This is an optimization exercise on Yosys and OpenROAD, whose aim is small area, not a production implementation.
For this run, only the layout was checked, not whether the RTL still works.
Power is estimated from default activity; no workload was simulated.

### flow/run.sh
#!/bin/bash
# synth_recipe.tcl (not shown) runs the flow's synth.tcl, then flattens the netlist and writes it again
# the make line also repeats each setting of config.mk as NAME=value (left out here)
make -C /OpenROAD-flow-scripts/flow DESIGN_CONFIG=/design/flow/config.mk WORK_HOME=/design/flow/orfs CLKGATE_MAP_FILE= SYNTH_SCRIPT=/design/flow/synth_recipe.tcl finish
### flow/config.mk
export PLATFORM = sky130hd
export DESIGN_NAME = usb_cdl
export DESIGN_NICKNAME = usb_cdl
export VERILOG_FILES = /design/flow/design.v
export SDC_FILE = /design/flow/constraint.sdc
export NUM_CORES = 4
export LEC_CHECK = 0
export CAP_MARGIN = 20
export CORE_MARGIN = 2
export CORE_UTILIZATION = 40
export SLEW_MARGIN = 20
### flow/constraint.sdc
create_clock -name core_clock -period 10.0 [get_ports {clk}]
set_input_delay 2.0000 -clock core_clock [delete_from_list [all_inputs] [get_ports {clk}]]
set_output_delay 2.0000 -clock core_clock [all_outputs]
set_load 0.01 [all_outputs]
### flow/design.v
module sync_high(input logic clk, input logic n_rst, input logic async_in, output logic sync_out);
logic intermediate;
always_ff @ (posedge clk, negedge n_rst) begin
	if(n_rst == 1'b0) begin
		sync_out <= 1'b1;
		intermediate <= 1'b1;
	end
	else begin
		intermediate <= async_in;
		sync_out <= intermediate;
	end
end
endmodule
module sync_low(input logic clk, input logic n_rst, input logic async_in, output logic sync_out);
logic intermediate;
	always_ff @ (posedge clk, negedge n_rst) begin
		if(n_rst == 1'b0) begin
			sync_out <= 1'b0;
			intermediate <= 1'b0;
		end
		else begin
			intermediate <= async_in;
			sync_out <= intermediate;
		end
	end
endmodule
module edge_detector(
    input logic clk,
    input logic n_rst,
    input logic dplus_in_sync,
    output logic d_edge
);
logic dplus_in_prev;
always_ff @(posedge clk, negedge n_rst) begin
    if(n_rst == 1'b0) begin
        dplus_in_prev <= 0;
    end
    else begin
        dplus_in_prev <= dplus_in_sync;
    end
end
assign d_edge = dplus_in_prev & !dplus_in_sync;
endmodule
module eop(
    input logic clk,
    input logic n_rst,
    input logic dminus_in_sync,
    input logic dplus_in_sync,
    output logic eop
);
assign eop = !dminus_in_sync && !dplus_in_sync;
endmodule
module decode(
    input logic clk,
    input logic n_rst,
    input logic shift_enable,
    input logic clear,
    input logic dplus_in_sync,
    output logic d_orig
);
logic dplus_in_nxt, dplus_in_prev;
always_ff @ (posedge clk, negedge n_rst) begin
    if(n_rst == 0) begin
        dplus_in_prev <= 1;
    end
    else begin
        dplus_in_prev <= dplus_in_nxt;
    end
end
always_comb begin
    dplus_in_nxt = dplus_in_prev;
    if(clear) begin
        dplus_in_nxt = 1;
    end
    else if(shift_enable) begin
        dplus_in_nxt = dplus_in_sync;
    end
end
assign d_orig = !(dplus_in_sync ^ dplus_in_prev);
endmodule
module flex_counter#(parameter NUM_CNT_BITS = 4)
(
	input logic clk, 
	input logic n_rst, 
	input logic clear, 
	input logic count_enable, 
	input logic [2:0] reset_val,
	input logic [NUM_CNT_BITS-1:0]rollover_val, 
	output logic [NUM_CNT_BITS-1:0]count_out, 
	output logic rollover_flag
);
logic [(NUM_CNT_BITS-1):0]cout;
logic flag;
always_ff @ (posedge clk, negedge n_rst) begin
	if (n_rst == 1'b0) begin
		count_out <= 0;
		rollover_flag <= 0;
	end
	else begin
		count_out <= cout;
		rollover_flag <= flag;
	end
end
always_comb begin 
	cout = count_out;
	flag = 0;
	if (clear == 1'b1) begin
		cout = reset_val;
		flag = 0;
	end
	else if(count_enable == 1'b1) begin
		if(count_out == rollover_val - 1) begin
			flag = 1;
			cout = count_out + 1;
		end
		else if (count_out == rollover_val) begin
			cout = 1;
		end
		else begin
			cout = count_out + 1;
		end
	end
	else begin
		flag = rollover_flag;
		cout = count_out;
	end
end
endmodule
module timer(
    input logic clk,
    input logic n_rst,
    input logic addr_en,
    input logic rx_transfer_active,
    input logic eop_en,
    output logic shift_en,
    output logic eop_1_comp,
    output logic eop_comp,
    output logic byte_received,
    output logic address_comp
);
    logic addr_byte_en;
    flex_counter #(.NUM_CNT_BITS(4)) f1(.clk(clk), .n_rst(n_rst), .clear(!rx_transfer_active), 
    .count_enable(rx_transfer_active), .rollover_val(4'd8), .reset_val(3'd4),.rollover_flag(shift_en));
    flex_counter #(.NUM_CNT_BITS(4)) f2(.clk(clk), .n_rst(n_rst), .clear(!rx_transfer_active), 
    .count_enable(shift_en), .rollover_val(4'd8), .reset_val(3'd0), .rollover_flag(byte_received));
    flex_counter #(.NUM_CNT_BITS(4)) f3(.clk(clk), .n_rst(n_rst), .clear(!rx_transfer_active), 
    .count_enable(eop_en), .rollover_val(4'd8), .reset_val(3'd0),.rollover_flag(eop_1_comp));
    flex_counter #(.NUM_CNT_BITS(5)) f4(.clk(clk), .n_rst(n_rst), .clear(!rx_transfer_active), 
    .count_enable(eop_en), .rollover_val(5'd16), .reset_val(3'd0), .rollover_flag(eop_comp));
    flex_counter #(.NUM_CNT_BITS(4)) f5(.clk(clk), .n_rst(n_rst), .clear(!rx_transfer_active), 
    .count_enable(addr_en), .rollover_val(4'd8),.reset_val(3'd4), .rollover_flag(addr_byte_en));
    flex_counter #(.NUM_CNT_BITS(5)) f6(.clk(clk), .n_rst(n_rst), .clear(!rx_transfer_active), 
    .count_enable(addr_byte_en), .rollover_val(5'd16),.reset_val(3'd0), .rollover_flag(address_comp));
endmodule
module flex_stp_sr#(parameter NUM_BITS = 4, parameter SHIFT_MSB = 1)
                    (input logic clk,
                    input logic n_rst,
                    input logic shift_enable,
                    input logic serial_in,
                    output logic [NUM_BITS-1:0] parallel_out);
    logic [NUM_BITS-1:0] out;
    always_ff @(posedge clk, negedge n_rst) begin
        if(n_rst == 0) begin
            parallel_out <= '1;
        end
        else begin
            parallel_out <= out;
        end
    end 
    always_comb begin
        if(SHIFT_MSB)begin
            if(shift_enable == 1) begin
                out[0] = serial_in;
                out[NUM_BITS-1:1] = parallel_out[NUM_BITS-2:0];
            end
            else begin
                out = parallel_out;
            end
        end
        else begin
            if(shift_enable == 1) begin
                out[NUM_BITS-1] = serial_in;
                out[NUM_BITS-2:0] = parallel_out[NUM_BITS-1:1];
            end
            else begin
                out = parallel_out;
            end
        end
    end
endmodule
module sr_9bit(
    input logic clk,
    input logic n_rst,
    input logic shift_strobe,
    input logic addr_en,
    input logic serial_in,
    output logic [7:0] packet_data,
    output logic [15:0] address
    );
    flex_stp_sr #(.NUM_BITS(8), .SHIFT_MSB(1)) shift_register(.clk(clk), .n_rst(n_rst), 
    .shift_enable(shift_strobe), .serial_in(serial_in), .parallel_out(packet_data));
    flex_stp_sr #(.NUM_BITS(16), .SHIFT_MSB(1)) address_reg (.clk(clk), .n_rst(n_rst), 
    .shift_enable(addr_en), .serial_in(serial_in), .parallel_out(address));
endmodule
module rcu(
    input logic clk,
    input logic n_rst,
    input logic shift_enable,
    input logic [7:0] rcv_data,
    input logic d_edge,
    input logic eop,
    input logic address_comp,
    input logic byte_received,
    input logic [6:0] buffer_occupancy,
    input logic [15:0] address,
    input logic eop_1_comp,
    input logic eop_comp,
    output logic store_rx_packet_data,
    output logic byte_en,
    output logic flush,
    output logic addr_en,
    output logic rcving,
    output logic r_error,
    output logic [2:0] pid,
    output logic rx_data_ready,
    output logic eop_en
);
logic [2:0] nxt_pid;
typedef enum {idle, token, match, match_err, eop1, eop2,
DATA, IN,OUT,store,eop_error,DATA_wait,sync_wait,token_wait,
ACK, NAK, STALL,error,pack,EOP, EOP_wait} state_type;
state_type nxt_state;
state_type state;
always_ff @ (posedge clk, negedge n_rst) begin
    if(n_rst == 0) begin
        state <= idle;
        pid <= '0;
    end
    else begin
        state <= nxt_state;
        pid <= nxt_pid;
    end
end
always_comb begin
    nxt_state = state;
    store_rx_packet_data = 0;
    r_error = 0;
    rcving = 1;
    flush = 0;
    addr_en = 0;
    byte_en = 0;
    nxt_pid = 0;
    rx_data_ready = 0;
    eop_en = 0;
    case(state)
        idle: begin
            rcving = 0;
            if(d_edge) begin
                nxt_state = sync_wait;
            end
            else begin
                nxt_state = idle;
            end
        end
        sync_wait: begin
            rcving = 1;
            flush = 1;
            nxt_pid = 0;
            if(eop) begin
                nxt_state = error;
            end
            if(byte_received) begin
                nxt_state = match;
            end
        end
        match: begin
            rcving = 1;
            if(rcv_data == 8'b00000001) begin
                nxt_state = token;
            end
            else if(rcv_data != 8'b00000001)begin
                r_error = 1;
                nxt_state = match_err;
            end
        end
        token_wait: begin
            rcving = 1;
            if(eop) begin
                nxt_state = error;
            end
            else begin
                nxt_state = token;
            end
        end
        token: begin
            rcving = 1;
            byte_en = 1;
            if(rcv_data == 8'b00011110) begin
                nxt_state = OUT;
                nxt_pid = 3'b010;
            end
            else if(rcv_data == 8'b10010110) begin
                nxt_state = IN;
                nxt_pid = 3'b001;
            end
            else if(rcv_data == 8'b00111100) begin 
                nxt_state = DATA;
                nxt_pid = 3'b011;
            end
            else if(rcv_data == 8'b10110100) begin 
                nxt_state = DATA;
                nxt_pid = 3'b100;
            end
            else if(rcv_data == 8'b00101101) begin
                nxt_state = ACK;
                nxt_pid = 3'b101;
            end
            else if(rcv_data == 8'b10100101) begin
                nxt_state = NAK;
                nxt_pid = 3'b111;
            end
            else if(rcv_data == 8'b11100001) begin
                nxt_state = STALL;
                nxt_pid = 3'b000;
            end
            else if(eop && !byte_received)begin
                r_error = 1;
                nxt_state = error;
            end
            else if(eop)begin
                nxt_state = eop1;
            end
        end
        match_err: begin
            rcving = 1;
            r_error = 1;
            if(eop) begin
                nxt_state = eop1;
            end
            else begin
                nxt_state = match_err;
            end
        end
        ACK, NAK, STALL: begin
            nxt_state = eop1;
        end
        DATA: begin
            rcving = 1;
            if(eop) begin
                nxt_state = error;
            end
            else if(buffer_occupancy == 7'd64) begin
                nxt_state = error;
            end
            else if(byte_received)begin
                nxt_state = store;
            end
        end
        IN, OUT: begin
            rcving = 1;
            addr_en = 1;
            if(eop) begin
                nxt_state = error;
            end
            if(address_comp) begin
                nxt_state = eop1;
            end
        end
        store: begin
            store_rx_packet_data = 1;
            rcving = 1;
            byte_en = 1;
            if(eop) begin
                nxt_state = eop1;
            end
            else if(buffer_occupancy == 7'd64) begin
                nxt_state = error;
            end
            else begin
                nxt_state = DATA_wait;
            end
        end
        DATA_wait: begin
            rcving = 1;
            if(byte_received) begin
                nxt_state = store;
            end
            else if(eop)begin
                nxt_state = eop1;
            end
        end
        eop1: begin
            eop_en = 1;
            rcving = 1;
            r_error = 0;
            if(eop_1_comp == 1)begin
                if (eop == 1) begin
                    nxt_state = eop2;
                end
                else begin
                    nxt_state = eop_error;
                end
            end
        end
        eop2: begin
            eop_en = 1;
            rcving = 1;
            r_error = 0;
            if(eop_comp == 1) begin
                if(eop) begin
                    nxt_state = pack;
                end
                else if(eop_comp != 1)begin
                    nxt_state = eop_error;
                end
            end
        end
        pack: begin
            rcving = 1;
            rx_data_ready = 1;
            nxt_state = idle;
        end
        eop_error: begin
            r_error = 1;
            rcving = 0;
            if(!d_edge) begin
                nxt_state = eop_error;
            end
            else begin
                nxt_state = match;
            end
        end
        error: begin
            r_error = 1;
            rcving = 0;
            flush = 1;
            if(d_edge) begin
                nxt_state = match;
            end
            else begin
                nxt_state = error;
            end
        end
    endcase
end
endmodule
module usb_rx (
    input logic clk,
    input logic n_rst,
    input logic dplus_in,
    input logic dminus_in,
    input logic [6:0] buffer_occupancy,
    output logic [2:0] rx_packet,
    output logic rx_data_ready,
    output logic rx_transfer_active,
    output logic rx_error,
    output logic flush,
    output logic store_rx_packet_data,
    output logic [7:0] rx_packet_data
);
    logic d_edge;
    logic byte_en;
    logic byte_received;
    logic d_orig;
    logic address_comp;
    logic addr_en;
    logic eop;
    logic eop_en;
    logic eop_comp;
    logic eop_1_comp;
    logic [15:0] address;
    logic shift_enable;
    sync_high sh (.clk(clk), .n_rst(n_rst), .async_in(dplus_in), .sync_out(dplus_in_sync));
    sync_low sl (.clk(clk), .n_rst(n_rst), .async_in(dminus_in), .sync_out(dminus_in_sync));
    edge_detector edge_1(.clk(clk), .n_rst(n_rst), 
    .dplus_in_sync(dplus_in_sync), .d_edge(d_edge));
    timer timer1(.clk(clk), .n_rst(n_rst),
    .addr_en(addr_en), .rx_transfer_active(rx_transfer_active),
    .shift_en(shift_enable), .eop_en(eop_en),
    .byte_received(byte_received), .address_comp(address_comp), .eop_comp(eop_comp), .eop_1_comp(eop_1_comp));
    decode decoder(.clk(clk), .n_rst(n_rst), .shift_enable(shift_enable), .clear(!rx_transfer_active),
    .dplus_in_sync(dplus_in_sync), .d_orig(d_orig)); 
    eop end_of_packet(.clk(clk), .n_rst(n_rst), .dminus_in_sync(dminus_in_sync), 
    .dplus_in_sync(dplus_in_sync), .eop(eop));
    sr_9bit shift_register(.clk(clk), .n_rst(n_rst), .shift_strobe(shift_enable), 
    .serial_in(d_orig),.addr_en(addr_en), .packet_data(rx_packet_data), .address(address));
    rcu controller(.clk(clk),.n_rst(n_rst),.shift_enable(shift_enable), .addr_en(addr_en),
    .rcv_data(rx_packet_data), .d_edge(d_edge), .eop(eop), .eop_comp(eop_comp), .eop_1_comp(eop_1_comp), .byte_en(byte_en),.address_comp(address_comp),
    .byte_received(byte_received),.address(address), .rcving(rx_transfer_active), 
    .buffer_occupancy(buffer_occupancy),
    .r_error(rx_error), .store_rx_packet_data(store_rx_packet_data), 
    .rx_data_ready(rx_data_ready),.pid(rx_packet),.flush(flush),.eop_en(eop_en));
endmodule
module flex_counter_tx
#(
parameter NUM_CNT_BITS = 4
)
(
	input logic clk,
	input logic n_rst,
	input logic clear,
	input logic count_enable,
	input logic [NUM_CNT_BITS - 1:0]rollover_val,
	output logic [NUM_CNT_BITS - 1:0]count_out,
	output logic rollover_flag
);
logic [NUM_CNT_BITS - 1:0]count;
logic flag;
always_ff @ (posedge clk, negedge n_rst) begin
if (!n_rst) begin
	count_out <= 0;
	rollover_flag <= 0;
end
else begin
	count_out <= count;
	rollover_flag <= flag;	
end
end
always_comb begin
if (clear) begin
	flag = 0;
end
else if (count_out == (rollover_val - 1) && count_enable) begin
	flag = 1;
end
else if (count_enable == 1'b0) begin
	flag = rollover_flag;
end
else begin
	flag = 0;
end
end
always_comb begin
if (clear) begin
	count = 0;
end
else if (count_enable == 1'b0) begin
	count = count_out;
end
else if (count_out == rollover_val) begin
	count = 1;
end
else begin
	count = count_out + 1;
end
end
endmodule
module timer_tx
(
	input logic clk,
	input logic n_rst,
	input logic enable_timer,
	output logic shift_strobe,
	output logic packet_done
);
typedef enum logic [1:0] {IDLE, SHORT1, SHORT2, LONG} period_type;
period_type state, next_state;
logic temp_packet_done, enable_timer_reg;
logic [3:0] bit_period;
flex_counter_tx #(.NUM_CNT_BITS(4)) c1 (
	.clk(clk), .n_rst(n_rst),
	.clear(!enable_timer),
	.count_enable(enable_timer),
	.rollover_val(bit_period),
	.rollover_flag(shift_strobe)
	);
flex_counter_tx #(.NUM_CNT_BITS(4)) c2 (
	.clk(clk), .n_rst(n_rst),
	.clear(!enable_timer),
	.count_enable(shift_strobe || (enable_timer && (!enable_timer_reg))),
	.rollover_val(4'd8),
	.rollover_flag(temp_packet_done)
	);
always_ff @ (posedge clk, negedge n_rst) begin
	if (!n_rst) begin
		state <= IDLE;
		enable_timer_reg <= 1'b0;
	end
	else begin
		state <= next_state;
		enable_timer_reg <= enable_timer;
	end
end
always_comb begin : next_state_logic
	next_state = state;
	bit_period = 4'd8;
	case (state)
	IDLE: begin
		if (enable_timer) begin
			next_state = SHORT1;
		end
	end
	SHORT1: begin
		if (enable_timer && shift_strobe) begin
			next_state = SHORT2;
		end
		else if (enable_timer == 1'b0) begin
			next_state = IDLE;
		end
	end
	SHORT2: begin
		if (enable_timer && shift_strobe) begin
			next_state = LONG;
		end
		else if (enable_timer == 1'b0) begin
			next_state = IDLE;
		end
	end
	LONG: begin
		bit_period = 4'd9;
		if (enable_timer && shift_strobe) begin
			next_state = SHORT1;
		end
		else if (enable_timer == 1'b0) begin
			next_state = IDLE;
		end
	end
	endcase
end
assign packet_done = temp_packet_done && shift_strobe;
endmodule
module flex_pts_sr_tx
#(
	parameter NUM_BITS = 4,
	parameter SHIFT_MSB = 1'b1
)
(
	input logic clk,
	input logic n_rst,
	input logic load_enable,
	input logic shift_enable,
	input logic [NUM_BITS - 1:0] parallel_in,
	output logic serial_out
);
logic [NUM_BITS - 1:0] out;
logic [NUM_BITS - 1:0] next_out;
always_ff @ (posedge clk, negedge n_rst) begin
if (n_rst == 1'b0) begin
	out <= '1;
end
else begin
	out <= next_out;
end
end
always_comb begin
if (SHIFT_MSB) begin
	serial_out <= out[NUM_BITS - 1];
end
else begin
	serial_out <= out[0];
end
end
always_comb begin
if (load_enable == 1'b1) begin
	next_out = parallel_in;
end
else if (shift_enable == 1'b1) begin
	next_out = SHIFT_MSB ? {out[NUM_BITS - 2:0], 1'b1} : {1'b1, out[NUM_BITS - 1:1]};
end
else begin
	next_out = out;
end
end
endmodule
module encoder (
    input logic clk,
    input logic n_rst,
    input logic enable,
    input logic shift,
    input logic eop,
    input logic d_orig,
    output logic d_plus,
    output logic d_minus
);
logic next_d_plus;
always_ff @ (posedge clk, negedge n_rst) begin
    if (!n_rst) begin
        d_plus <= 1'b1;
        d_minus <= 1'b0;
    end
    else if (eop) begin
        d_plus <= 1'b0;
        d_minus <= 1'b0;
    end
    else begin
        d_plus <= next_d_plus;
        d_minus <= !next_d_plus;
    end
end
always_comb begin
    if (enable) begin
        next_d_plus = d_plus;
        if (shift) begin
            if (d_orig) begin
                next_d_plus = d_plus;
            end
            else begin
                next_d_plus = !d_plus;
            end
        end
    end
    else begin
        next_d_plus = 1'b1;
    end
end
endmodule
module usb_tx (
    input logic clk,
    input logic n_rst,
    input logic [2:0] tx_packet,
    input logic [7:0] tx_packet_data,
    input logic [6:0] buffer_occupancy,
    output logic tx_transfer_active,
    output logic tx_error,
    output logic get_tx_packet_data,
    output logic dplus_out,
    output logic dminus_out
);
logic load_enable, enable_timer, enable_encoder, shift_encoder, d_orig, eop, next_eop, packet_done, next_load_enable, next_load_enable_reg, get_packet;
logic [2:0] tx_packet_reg, tx_packet_sync;
logic [7:0] parallel_data;
encoder DUT1 (
    .clk(clk), .n_rst(n_rst),
    .eop(next_eop),
    .enable(enable_encoder),
    .shift(shift_encoder),
    .d_orig(d_orig),
    .d_plus(dplus_out),
    .d_minus(dminus_out)
    );
flex_pts_sr_tx #(.NUM_BITS(8), .SHIFT_MSB(0)) 
    DUT2 (
    .clk(clk), .n_rst(n_rst),
    .load_enable(load_enable || packet_done),
    .shift_enable(shift_strobe),
    .parallel_in(parallel_data),
    .serial_out(d_orig)
    );
timer_tx DUT3 (
    .clk(clk), .n_rst(n_rst),
	.enable_timer(enable_timer),
	.shift_strobe(shift_strobe),
    .packet_done(packet_done)
    );
typedef enum logic [3:0] {IDLE, SYNC, ID, DATA, CRC1, CRC2, EOP1, EOP2, WAIT, EEOP1, EEOP2, EWAIT, EIDLE} state_type;
state_type state, next_state, packet_data;
always_ff @ (posedge clk, negedge n_rst) begin
    if (!n_rst) begin
	    next_load_enable_reg <= 1'b0;
	    shift_encoder <= 1'b0;
        tx_packet_reg <= 3'b0;
        state <= IDLE;
    end
    else begin
	    next_load_enable_reg <= next_load_enable;
	    shift_encoder <= (shift_strobe || load_enable);
        tx_packet_reg <= tx_packet_sync;
        state <= next_state;
    end
end
assign next_load_enable = tx_packet == 3'd1 || tx_packet == 3'd2 || tx_packet == 3'd3 || tx_packet == 3'd4;
assign load_enable = next_load_enable && ~next_load_enable_reg && ~tx_transfer_active;
assign tx_packet_sync = tx_transfer_active ? (tx_packet_reg) : (tx_packet);
assign get_tx_packet_data = packet_done && get_packet;
always_comb begin : fsm
    next_state = state;
    case(state)
    IDLE: begin
        if (tx_packet != 0) begin
            next_state = SYNC;
        end
    end
    SYNC: begin
        if (packet_done) begin
            next_state = ID;
        end
    end
    ID: begin
	    if (packet_done) begin
            if (tx_packet_sync == 3'd1) begin
                if (buffer_occupancy != 7'b0) begin
                    next_state = DATA;
                end
                else begin
                    next_state = EEOP1;
                end
            end
            else begin
                next_state = EOP1;
            end
        end
    end
    DATA: begin
        if (packet_done && buffer_occupancy == 0) begin
            next_state = CRC1;
        end
    end
    CRC1: begin
        if (packet_done) begin
            next_state = CRC2;
        end
    end
    CRC2: begin
        if (packet_done) begin
            next_state = EOP1;
        end
    end
    EOP1: begin
        if (shift_strobe) begin
            next_state = EOP2;
        end
    end
    EOP2: begin
        if (shift_strobe) begin
            next_state = IDLE;
        end
    end
    EEOP1: begin
        if (shift_strobe) begin
            next_state = EOP2;
        end
    end
    EEOP2: begin
        if (shift_strobe) begin
            next_state = EIDLE;
        end
    end
    EIDLE: begin
        if (tx_packet_sync != 0) begin
            next_state = SYNC;
        end
    end
    endcase
end
always_comb begin : signal_logic
    packet_data = IDLE;
    get_packet = 1'b0;
    tx_transfer_active = 1'b1;
    enable_encoder = 1'b1;
    enable_timer = 1'b1;
    tx_error = 1'b0;
    next_eop = 1'b0;
    case(state)
    IDLE: begin
        packet_data = SYNC;
        tx_transfer_active = 1'b0;
        enable_encoder = 1'b0;
        enable_timer = 1'b0;
    end
    SYNC: begin
        packet_data = ID;
    end
    ID: begin
        packet_data = DATA;
        get_packet = tx_packet_sync == 3'd1;
    end
    DATA: begin
        if(buffer_occupancy == 7'd0) begin
            packet_data = CRC1;
            get_packet = 1'b0;
        end
        else begin
            packet_data = DATA;
            get_packet = 1'b1;
        end
    end
    CRC1: begin
        packet_data = CRC2;
    end
    CRC2: begin
    end
    EOP1: begin
        next_eop = 1'b1;
    end
    EOP2: begin
        next_eop = 1'b1;
    end
    EEOP1: begin
        tx_error = 1'b1;
        next_eop = 1'b1;
    end
    EEOP2: begin
        tx_error = 1'b1;
        next_eop = 1'b1;
    end
    EIDLE: begin
        packet_data = SYNC;
        tx_transfer_active = 1'b0;
        enable_encoder = 1'b0;
        enable_timer = 1'b0;
        tx_error = 1'b1;
    end
    endcase
end
always_comb begin : parallel_data_logic
    parallel_data = 8'b11111111;
    if (packet_data == SYNC) begin
        parallel_data = 8'b10000000;
    end
    else if (packet_data == ID) begin
        case (tx_packet_sync)
        3'd1: parallel_data = 8'b11000011;
        3'd2: parallel_data = 8'b11010010;
        3'd3: parallel_data = 8'b01011010;
        3'd4: parallel_data = 8'b00011110;
        endcase
    end
    else if (packet_data == DATA) begin
        parallel_data = tx_packet_data;
    end
    else if(packet_data == CRC1) begin
        parallel_data = 8'b10011111;
    end
    else if(packet_data == CRC2) begin
        parallel_data = 8'b00100010;
    end
end
endmodule
module data_buffer (
    input logic clk,
    input logic n_rst,
    input logic get_rx_data,
    input logic store_tx_data,
    input logic [7:0] tx_data,
    input logic clear,
    input logic get_tx_packet_data,
    input logic [7:0] rx_packet_data,
    input logic store_rx_packet_data,
    input logic flush,
    output logic [6:0] buffer_occupancy,
    output logic [7:0] rx_data,
    output logic [7:0] tx_packet_data
);
logic [63:0][7:0]fifo_storage;
logic [63:0][7:0] nxt_fifo_storage;
logic [6:0] nxt_occupancy;
logic [5:0] w_addr, r_addr, nxt_w_addr, nxt_r_addr;
always_ff@(posedge clk, negedge n_rst) begin
    if(n_rst == 0) begin
        fifo_storage <= 0;
        buffer_occupancy <= 7'b0;
        w_addr <= 6'b0;
        r_addr <= 6'b0;
    end
    else begin
        fifo_storage <= nxt_fifo_storage;
        buffer_occupancy <= nxt_occupancy;
        w_addr <= nxt_w_addr;
        r_addr <= nxt_r_addr;
    end
end
always_comb begin
    nxt_occupancy = buffer_occupancy;
    if(store_rx_packet_data || store_tx_data)begin
        if(nxt_occupancy != 7'd64) begin
            nxt_occupancy = nxt_occupancy + 7'd1;
        end
        else begin
            nxt_occupancy = buffer_occupancy;
        end
    end
    else if(get_rx_data || get_tx_packet_data) begin
        if(nxt_occupancy != 7'd0) begin
            nxt_occupancy = nxt_occupancy - 7'd1;
        end
        else begin
            nxt_occupancy = buffer_occupancy;
        end
    end
    else if(flush || clear) begin
        nxt_occupancy = 7'd0;
    end
end
always_comb begin
    nxt_fifo_storage = fifo_storage;
    rx_data = 8'b0;
    tx_packet_data = 8'b0;
    nxt_w_addr = w_addr;
    nxt_r_addr = r_addr;
    if(store_rx_packet_data)begin
        if(nxt_occupancy != 7'd64) begin
            if(nxt_w_addr != 7'd63)begin
                nxt_fifo_storage[nxt_w_addr][7:0] = rx_packet_data[7:0];
                nxt_w_addr = nxt_w_addr + 7'd1;
            end
            else begin
                nxt_w_addr = 6'd0;
                    nxt_fifo_storage[nxt_w_addr][7:0] = rx_packet_data[7:0];
                    nxt_w_addr = nxt_w_addr + 6'd1;
            end
        end
    end
    else if(store_tx_data)begin
       if(nxt_occupancy != 7'd64) begin
            if(nxt_w_addr != 7'd63)begin
                nxt_fifo_storage[nxt_w_addr][7:0] = tx_data[7:0];
                nxt_w_addr = nxt_w_addr + 7'd1;
            end
            else begin
                nxt_w_addr = 6'd0;
                if(nxt_r_addr != nxt_w_addr)begin
                    nxt_fifo_storage[0][7:0] = tx_data[7:0];
                    nxt_w_addr = 6'd1;
                end
            end
        end
    end
    else if(get_tx_packet_data) begin
        if(nxt_occupancy != 6'd0) begin
            if(nxt_r_addr != 6'd63) begin
                tx_packet_data[7:0] = nxt_fifo_storage[nxt_r_addr][7:0];
                nxt_r_addr = nxt_r_addr + 7'd1;
            end
            else begin
                nxt_r_addr = 6'd0;
                if(nxt_r_addr != nxt_w_addr)begin
                    tx_packet_data[7:0] = nxt_fifo_storage[nxt_r_addr][7:0];
                    nxt_r_addr = nxt_r_addr + 7'd1;
                end
            end
        end
    end
    else if(get_rx_data)begin
        if(nxt_occupancy != 6'd0) begin
            if(nxt_r_addr != nxt_w_addr) begin
                if(nxt_r_addr != 6'd63) begin
                    rx_data[7:0] = nxt_fifo_storage[nxt_r_addr][7:0];
                    nxt_r_addr = nxt_r_addr + 6'd1;
                end
                else begin
                    nxt_r_addr = 6'd0;
                        rx_data[7:0] = nxt_fifo_storage[nxt_r_addr][7:0];
                        nxt_r_addr = nxt_r_addr + 6'd1;
                end
            end
        end
    end
    else if(flush || clear) begin
        nxt_fifo_storage[63:0] = 8'b0;
        nxt_r_addr = 6'b0;
        nxt_w_addr = 6'b0;
    end
end
endmodule
module ahb_lite_slave_cdl (
    input logic clk,
    input logic n_rst,
    input logic [2:0] rx_packet,
    input logic rx_data_ready,
    input logic rx_transfer_active,
    input logic rx_error,
    input logic [6:0] buffer_occupancy,
    input logic tx_transfer_active,
    input logic tx_error,
    input logic [7:0] rx_data,
    output logic get_rx_data,
    output logic store_tx_data,
    output logic [7:0] tx_data,
    output logic clear,
    output logic [2:0] tx_packet,
    output logic d_mode,
    input logic hsel,
    input logic [7:0] haddr,
    input logic [1:0] hsize,
    input logic [1:0] htrans,
    input logic [2:0] hburst,
    input logic hwrite,
    input logic [31:0] hwdata,
    output logic [31:0] hrdata,
    output logic hresp,
    output logic hready
);  
    logic write;
    logic [3:0]addr;
    logic [1:0]size;
    logic [31:0]db;
    logic [31:0]n_hrdata;
    logic [31:0]n_data_buffer;
    logic [7:0] n_tx_packet;
    logic [31:0]n_db;
    logic [31:0]db1;
    logic [31:0]n_db1;
    logic n_clear;
    logic [1:0]ssize;
    typedef enum logic [3:0] {idle, load1, load2, load3, load4, done,hold, store1, store2, store3, store4} slog;
    slog state;
    slog nstate;
    always_ff @ (posedge clk, negedge n_rst) begin
        if (!n_rst) begin
            hrdata <= 32'd0;
            addr <= 4'd0;
            write <= 0;
            size <= 2'b0;
            db <= 32'b0;
            state <= idle;
            tx_packet <= 0;
            clear <= 0;
            db1 <= 32'b0;
        end
        else begin
            hrdata <= n_hrdata;
            addr <= haddr;
            size <= (haddr == 0 & htrans == 2) ? hsize: size;
            write <= hwrite;
            db <= n_db;
            state <= nstate;
            tx_packet <= n_tx_packet[2:0];
            clear <= n_clear;
            db1 <= n_db1;
        end
    end
    always_comb begin
        hresp = ((hwrite == 1 && (haddr == 4 || haddr == 5 || haddr == 6 || haddr == 7 || haddr == 8)) || (haddr == 9 || haddr == 10 || haddr == 11 || haddr > 13));
    end
    always_comb begin
        hready = 1;
        ssize = hsize;
        nstate = state;
        n_db = db;
        tx_data = 0;
        store_tx_data = 0;
        get_rx_data = 0;
        case(state)
        idle:  begin
            if(hwrite == 0 && hsel == 1 && htrans == 2) begin
                if(hsize == 0) begin
                    case(haddr)
                        0: begin nstate = done; n_db [7:0] = rx_data;get_rx_data = 1; hready = 0; end
                        1: begin nstate = done; n_db [15:8] = rx_data;get_rx_data = 1;hready = 0; end
                        2: begin nstate = done; n_db [23:16] = rx_data;get_rx_data = 1;hready = 0;end
                        3: begin nstate = done; n_db [31:24] = rx_data;get_rx_data = 1;hready = 0;end
                    endcase
                end
                if(hsize == 1) begin
                    case(haddr)
                        0, 1: begin nstate = load2; n_db [7:0] = rx_data;get_rx_data = 1;hready = 0;  end
                        2, 3: begin nstate = load4; n_db [23:16] = rx_data;get_rx_data = 1;hready = 0;end
                    endcase
                end
                if(hsize == 2) begin
                    case(haddr)
                        0,1,2,3: begin nstate = load2; n_db [7:0] = rx_data;get_rx_data = 1;hready = 0;end
                    endcase
                end
            end
            if(write == 1 && hsel == 1) begin
                ssize = hsize;
                if (size == 0) begin
                    case(addr) 
                    0: nstate = store1;
                    1: nstate = store2;
                    2: nstate = store3;
                    3: nstate = store4;
                    endcase
                end
                if (size == 1) begin
                    case(addr)
                    0,1: nstate = store1;
                    2,3: nstate = store3;
                    endcase
                end
                if (size == 2) begin
                    case(addr)
                    0,1,2,3: nstate = store1;
                    endcase
                end
            end
        end
        load2: begin
            hready = 0;
            get_rx_data = 1;
            n_db[15:8] = rx_data;
            if (size == 2) begin
                nstate = load3;
            end
            else
                nstate = done;
        end
        load3: begin
            hready = 0;
            get_rx_data = 1;
            n_db[23:16] = rx_data;
            nstate = load4;
        end
        load4: begin
            hready = 0;
            get_rx_data = 1;
            n_db[31:24] = rx_data;
            nstate = done;
        end
        done: begin
            nstate = hold;
            hready = 1;
        end
        hold: begin 
            hready = 1;
            nstate = idle;
        end
        store1: begin
            hready = 0;
            store_tx_data = 1;
            tx_data = db1[7:0];
            if ((size == 1) || (size == 2)) begin
                nstate = store2;
                ssize = size;
            end
            else 
                nstate = idle;
        end
        store2: begin
            hready = 0;
            store_tx_data = 1;
            tx_data = db1[15:8];
            if (size == 2) begin
                nstate = store3;
                ssize = size;
            end
            else
                nstate = idle;
        end
        store3: begin
            hready = 0;
            store_tx_data = 1;
            tx_data = db1[23:16];
            if ((size == 1) || (size == 2)) begin
                nstate = store4;
                ssize = size;
            end
            else 
                nstate = idle;
        end
        store4: begin
            hready = 0;
            store_tx_data = 1;
            tx_data = db1[31:24];
            nstate = idle;
        end
        endcase
    end
    always_comb begin
        n_hrdata = hrdata;
        n_clear = 0;
        n_tx_packet = tx_transfer_active ? 0 : tx_packet;
        n_db1 = db1;
        if(hsel == 1) begin
            if(hwrite == 0) begin
                if (hsize == 0) begin
                            case(haddr)
                            0: n_hrdata[7:0] = db[7:0];
                            1: n_hrdata[15:8] = db[15:8];
                            2: n_hrdata[23:16] = db[23:16];
                            3: n_hrdata[31:24] = db[31:24];
                            4: begin
                                n_hrdata[0] = rx_data_ready;
                                if (rx_packet == 3'b001)
                                    n_hrdata[1] = 1;
                                else if (rx_packet == 3'b010)
                                    n_hrdata[2] = 1;
                                else if (rx_packet == 3'b110)
                                    n_hrdata[3] = 1;
                                else if (rx_packet == 3'b111)
                                    n_hrdata[4] = 1;
                            end
                            5: begin
                                n_hrdata[8] = rx_transfer_active;
                                n_hrdata[9] = tx_transfer_active;
                            end
                            6: n_hrdata[0] = rx_error;
                            7: n_hrdata[8] = tx_error;
                            8: n_hrdata = buffer_occupancy;
                            12: n_hrdata = tx_packet;
                            13: n_hrdata = clear;
                            endcase
                        end
                else if (hsize == 1) begin
                            case(haddr)
                            0,1: n_hrdata[15:0] = db[15:0];
                            2,3: n_hrdata[31:16] = db[31:16];
                            4,5:begin
                                n_hrdata[0] = rx_data_ready;
                                if (rx_packet == 3'b001)
                                    n_hrdata[1] = 1;
                                else if (rx_packet == 3'b010)
                                    n_hrdata[2] = 1;
                                else if (rx_packet == 3'b110)
                                    n_hrdata[3] = 1;
                                else if (rx_packet == 3'b111)
                                    n_hrdata[4] = 1;
                                n_hrdata[8] = rx_transfer_active;
                                n_hrdata[9] = tx_transfer_active;
                            end
                            6, 7: n_hrdata = {23'b0, tx_error, 7'b0, rx_error};
                            8: n_hrdata = buffer_occupancy;
                            12,13: n_hrdata = {23'b0, clear, 5'b0, tx_packet};
                            endcase
                        end
                else if (hsize == 2) begin
                            case(haddr)
                            0,1,2,3: n_hrdata[31:0] = db[31:0];
                            4,5,6,7: begin
                                n_hrdata[15:0] = {6'b0, tx_transfer_active, rx_transfer_active, 3'b0, rx_packet == 3'b111, rx_packet == 3'b110, rx_packet == 3'b010, rx_packet == 3'b001, rx_data_ready};
                                n_hrdata[31:16] = {7'b0, tx_error, 7'b0, rx_error};
                            end
                            8: n_hrdata = buffer_occupancy;
                            12: n_hrdata = {23'b0, clear, 5'b0, tx_packet};
                            13: n_hrdata = {23'b0, clear, 5'b0, tx_packet};
                            endcase
                        end
            end
            if (write == 1) begin
                if (size == 0) begin    
                            case(addr)
                            0: n_db1[7:0] = hwdata[7:0];
                            1: n_db1[15:8] = hwdata[15:8];
                            2: n_db1[23:16] = hwdata[23:16];
                            3: n_db1[31:24] = hwdata[31:24];
                            12: begin
                                if (hwdata <= 4) begin
                                    n_tx_packet = hwdata[7:0];
                                end
                            end
                            13: n_clear = hwdata[0];
                            endcase
                    end
                else if (size == 1) begin
                            case(addr)
                            0: n_db1[15:0] = hwdata[15:0];
                            1: n_db1[15:0] = hwdata[15:0];
                            2: n_db1[31:16] = hwdata[31:16];
                            3: n_db1[31:16] = hwdata[31:16];
                            12: begin
                                if (hwdata <= 4) begin
                                    n_tx_packet = hwdata[7:0];
                                end
                            end
                            13: n_clear = hwdata[0];
                            endcase
                end
                else if (size == 2) begin
                            case(addr)
                            0: n_db1[31:0] = hwdata[31:0];
                            1: n_db1[31:0] = hwdata[31:0];
                            2: n_db1[31:0] = hwdata[31:0];
                            3: n_db1[31:0] = hwdata[31:0];
                            12: begin
                                if (hwdata <= 4) begin
                                    n_tx_packet = hwdata[7:0];
                                end
                            end
                            13: n_clear = hwdata[0];
                            endcase
                end
            end
        end
    end
    always_comb begin
        d_mode = 0;
        if (tx_transfer_active)
            d_mode = 1;
    end
endmodule
module usb_cdl(
    input logic clk,
    input logic n_rst,
    input logic hsel,
    input logic [7:0] haddr,
    input logic [1:0] hsize,
    input logic [1:0] htrans,
    input logic [2:0] hburst,
    input logic hwrite,
    input logic [31:0] hwdata,
    output logic [31:0] hrdata,
    output logic hresp,
    output logic hready,
    input logic dplus_in,
    input logic dminus_in,
    output logic dplus_out,
    output logic dminus_out,
    output logic d_mode
);
    logic [2:0] rx_packet;
    logic rx_data_ready, rx_transfer_active, rx_error, flush, store_rx_packet_data;
    logic [2:0] tx_packet;
    logic tx_data_ready, tx_transfer_active, tx_error, get_tx_packet_data;
    logic get_rx_data, store_rx_data, get_tx_data, store_tx_data, clear;
    logic [6:0] buffer_occupancy;
    logic [7:0] rx_data, tx_data, tx_packet_data, rx_packet_data;
    ahb_lite_slave_cdl DUT1(
		.clk(clk), .n_rst(n_rst),
        .rx_packet(rx_packet),
        .rx_data_ready(rx_data_ready),
        .rx_transfer_active(rx_transfer_active),
        .rx_error(rx_error),
        .buffer_occupancy(buffer_occupancy),
        .tx_transfer_active(tx_transfer_active),
        .tx_error(tx_error),
        .rx_data(rx_data),
        .get_rx_data(get_rx_data),
        .store_tx_data(store_tx_data),
        .tx_data(tx_data),
        .clear(clear),
        .tx_packet(tx_packet),
        .d_mode(d_mode),
        .hsel(hsel),
        .haddr(haddr),
        .hsize(hsize),
        .htrans(htrans),
        .hburst(hburst),
        .hwrite(hwrite),
        .hwdata(hwdata),
        .hrdata(hrdata),
        .hresp(hresp),
        .hready(hready)
    );
    usb_rx DUT2 (
		.clk(clk), .n_rst(n_rst),
        .dplus_in(dplus_in),
        .dminus_in(dminus_in),
        .buffer_occupancy(buffer_occupancy),
        .rx_packet(rx_packet),
        .rx_data_ready(rx_data_ready),
        .rx_transfer_active(rx_transfer_active),
        .rx_error(rx_error),
        .flush(flush),
        .store_rx_packet_data(store_rx_packet_data),
        .rx_packet_data(rx_packet_data)
    );
    usb_tx DUT3 (
		.clk(clk), .n_rst(n_rst),
        .tx_packet(tx_packet),
        .tx_packet_data(tx_packet_data),
        .buffer_occupancy(buffer_occupancy),
        .tx_transfer_active(tx_transfer_active),
        .tx_error(tx_error),
        .get_tx_packet_data(get_tx_packet_data),
        .dplus_out(dplus_out),
        .dminus_out(dminus_out)
    );
    data_buffer DUT4 (
		.clk(clk), .n_rst(n_rst),
        .buffer_occupancy(buffer_occupancy),
        .rx_data(rx_data),
        .get_rx_data(get_rx_data),
        .store_tx_data(store_tx_data),
        .tx_data(tx_data),
        .clear(clear),
        .tx_packet_data(tx_packet_data),
        .get_tx_packet_data(get_tx_packet_data),
        .rx_packet_data(rx_packet_data),
        .store_rx_packet_data(store_rx_packet_data),
        .flush(flush)
    );
endmodule
==> summary.md <==
| Metric | Value |
|---|---|
| Crit path largest cell delay | 760 ps |
| DR pass1 iterations | 6 |
| Inst Count DP | 4630 |
| Hpwl dp | 67.5 mm |
| Slew @ Worst Pin | approximately 1100 ps |
| Synth Warn # | 19 |
| Part of the power in the clock network | approximately two fifths |
| Commonest non-fill, non-tap cells in the layout | dfrtp_1 (731), nand2_1 (413), mux2i_1 (262) |
| Area growth, synth to finish | 13.0% |
| First-pass GRT wire length | 169 mm |
| Clock Skews | 26.5 ps |
| Initial drt markers | 2719 |
| Die area | 0.0991 mm^2 |
| Switching Fraction | a little under a third |
| Slew HR | between 20% and 30% |
| I/O Pins | 90 |
| Initial antenna violation count | 0 |
| Final std cells w/o fill | 4783 |
| Crit share post-route | 65.3% |
| Die height | 315 um |
| Power per cell area | 198 mW/mm^2 |
| Crit path max fanout | 11 |
| Seq cells post-synth | 755 |
| Unrepaired setup endpoints after global routing | no |
| Worst-path clk slew | 60 ps |
| Slowest CP cell | or4_1 |
| Top-area cell type share of the netlist area | between 40% and 50% |
| Initial Util | 40.5% |
| Area of the core | between 0.09 and 0.1 mm^2 |
| CTS root buffer | clkbuf_16 |
| Clock Sink Count | approximately 760 |
| Setup violators final | 0 |
| H-tree depth | 3 |
| Max Root-Sink Buffers | 3 |
| Slew Limit Fails | 0 |
| Max Cap Violations | 0 |
| Cell accounting for the most synthesized area | dfrtp_1 |
| Commonest non-fill, non-tap cell in the layout | dfrtp_1 |
| Number of buffers created by CTS | 83 |
| Peak Freq | 0.153 GHz |
| Port buffer count | 86 |
| Critical path class | in2out |
| Post-CTS Resized | 0 |
| Vias per inst | 5.88 |
| Total Routed Length | 107 mm |
| Largest register FFs | 512 |
| Final ANT Viol Nets | 0 |
| Count of cell types in the netlist | 96 |
| # hold bufs at CTS | 0 |
| Post-Syn Area | between 0.03 and 0.04 mm^2 |
| DRC Markers | 0 |
| P_sw | 0.00276 W |
| Final worst path period need | 6530 ps |
| CP bufs+invs | 2 |
| Place WS | 3120 ps |
| WP data arrival | roughly 4500 ps |
| Cells after Synth | 3520 |
| Hold Fails Final Rpt | 0 |
| Fraction of registers with async set/reset | 100% |
| Comb pwr share | 20.9% |
| Outcome | finished clean |
| CTS tree | built |
| Routability-driven placement congestion ratio | about 0.9 |
| Mean Syn Cell Area | ~11 um^2 |
| CP top delay family | simple AND/OR/NAND/NOR gates |
| Grt total ovfl | 0 |
| P_int | between 0.005 and 0.006 W |
| Final net count | 3532 |
| Antenna diodes | 0 |
| Sequential share of power | 39.4% |
| Wire length per cell | about 22 um |
| Part of the Yosys area used for sequential elements | between 40% and 50% |
| Later-pin clock latency in the skew report | 650 ps |
| GR Util All Layers | 21.6% |
| Detailed-route via count | approximately 28000 |
| Fillers | 8711 |
| Syn Nets | approximately 3600 |
| Number of buffers added for setup after CTS | 0 |
| Cells taking the most area after synthesis | dfrtp_1 (48%), mux4_2 (9.4%), mux2i_1 (6.8%), nand2_1 (4.0%), o21ai_0 (3.3%) |
| Largest register by flop count | DUT4.fifo_storage |
| Rows | 113 |
| CP Cell Sequence | clkdlybuf4s50_1 > or4_1 > nor3_1 > and4_1 > nor2_1 > clkdlybuf4s50_1 |
| Setup ws final | 3470 ps |
| Startpoint Class | primary input |
| Largest net degree at the start of global routing | 212 |
| Critical path endpoint category | output port |
| Share of layout cells above drive strength 1 | between 15 and 20% |
| Post-synth EDFFs | 0 |
| Vias in the first global route | 27900 |
| Critical Path Most Common Cell | clkdlybuf4s50_1 |
| Setup TNS Final | 0 ps |
| HP Class | reg2reg |
| Top_reg_cell synth | dfrtp_1 |
| Maximum vdd ir drop | 0.000124 V |
| Leak | roughly 18 nW |
| Die X | 315 um |
| Worst EP required | ~8000 ps |
## power groups by stage
| stage | clock network (W) | logic [W] | registers (W) |
|---|---|---|---|
| 6_report | 0.00344 | 0.00181 | 0.00341 |
| 5_1_grt | 0.00363 | 0.00196 | 0.00344 |
| 4_1_cts | 0.00350 | 0.00180 | 0.00341 |
| 3_5_place_dp | 0 | 0.00179 | 0.00347 |
| 3_3_place_gp | 0 | 0.00179 | 0.00346 |
| 2_1_floorplan | 0 | 0.00139 | 0.00330 |
## final timing paths
path                                 startpoint                      to  slack, ps  cells after the start
min in group asynchronous                 n_rst            DUT1.db1[11]       1410                      1
min reg2reg                DUT2.sl.intermediate        DUT2.sl.sync_out        350                      0
min                        DUT2.sl.intermediate        DUT2.sl.sync_out        350                      0
max in group asynchronous                 n_rst  DUT4.fifo_storage[121]       6530                      3
max reg2reg                       DUT1.state[1]  DUT4.fifo_storage[464]       4920                      9
max                                    haddr[5]                  hready       3470                      6
## routing by layer
metal	routed length (um)	global-route usage, %	share of wire [%]
met1	49300	31.7	46
met2	48900	33.6	46
met5	0	0	0
met4	2720	5.88	2.5
met3	5900	2.93	5.5
## layout make-up
class	instances	area [um^2]	area share, %
repair buffers	146	1400	3.20
flip-flops and latches	755	18900	43.4
inverters	65	244	0.559
clock buffers	110	2370	5.43
clock inverters	42	703	1.61
multi-input cells	2400	18400	42.2
well taps	1265	1580	3.63
## Yosys cell counts (18+ instances only)
cell type  count
nor2_1       176
o31ai_1       23
nor4_1        30
o21ai_1       32
buf_1         32
nor2b_1       21
nand2b_1      20
o22ai_1       24
mux2_2        70
nor3_1        49
ha_1          28
a31oi_1       30
or2_2         19
nand2_1      414
a22o_1       135
o211ai_1      86
and2_1        19
nand3_1      136
inv_1         64
mux2i_1      262
a21oi_1      123
clkbuf_1     245
dfstp_2       20
o21ai_0      256
mux4_2       161
dfrtp_1      735
o21bai_1      18
## worst reg2reg max path, cell delays in order, from the launching register on
cell      delay, ps
dfrtp_1         680
and4b_1         530
a21oi_4         330
o21ai_4         280
a211oi_1        820
a211oi_2        240
nand4b_4        230
nand3_4         540
nor4_4         1050
mux2i_1         300
## logic make-up after synthesis
| family | share of synthesized area (%) |
|---|---|
| buffers and inverters | 3.72 |
| xor gates and xnor gates | 0.654 |
| and+or+nand+nor | 13.3 |
| AOI/OAI and AO/OA | 14.2 |
| DFF | 49.0 |
| muxes | 18.2 |
| adders and majority gates | 0.907 |
## per-stage QoR
| step | util (%) | hold WS [ps] | cell area, um^2 | power (W) |
|---|---|---|---|---|
| after CTS | 45.8 | 349 | 43600 | 0.00871 |
| after global routing | 45.8 | 354 | 43700 | 0.00903 |
| after floorplan | - | 331 | 38600 | 0.00469 |
| final | 45.8 | 348 | 43700 | 0.00866 |
| after detailed placement | 42.6 | 336 | 40600 | 0.00526 |
| after global placement | 42.5 | 337 | 40500 | 0.00525 |

==> afterwards: timing with drivers on the ports <==
No port has a modelled driver above. Below, the same layout with a new extraction and two added sets of constraints. Step 1, drivers: a clkbuf_16 drives clk and a buf_2 each remaining input, both assumed. Step 2, shift: input delay + t, output delay - t, t = (earliest + latest rising clock arrival at the registers) / 2. This alone moves slack from input paths to output paths. Slacks: ideal / step 1 / step 2; pairs: ideal / step 1.
t (ns): 0.704
setup WS [ns]: 3.474 / 3.445 / 3.084
worst setup path after step 2: input to register
worst slew at a driven data input, ns: 0.05
After both steps setup and hold are still met in this run. The setup slack of this run moves by -0.029 ns with the drivers and by -0.390 ns with both steps.
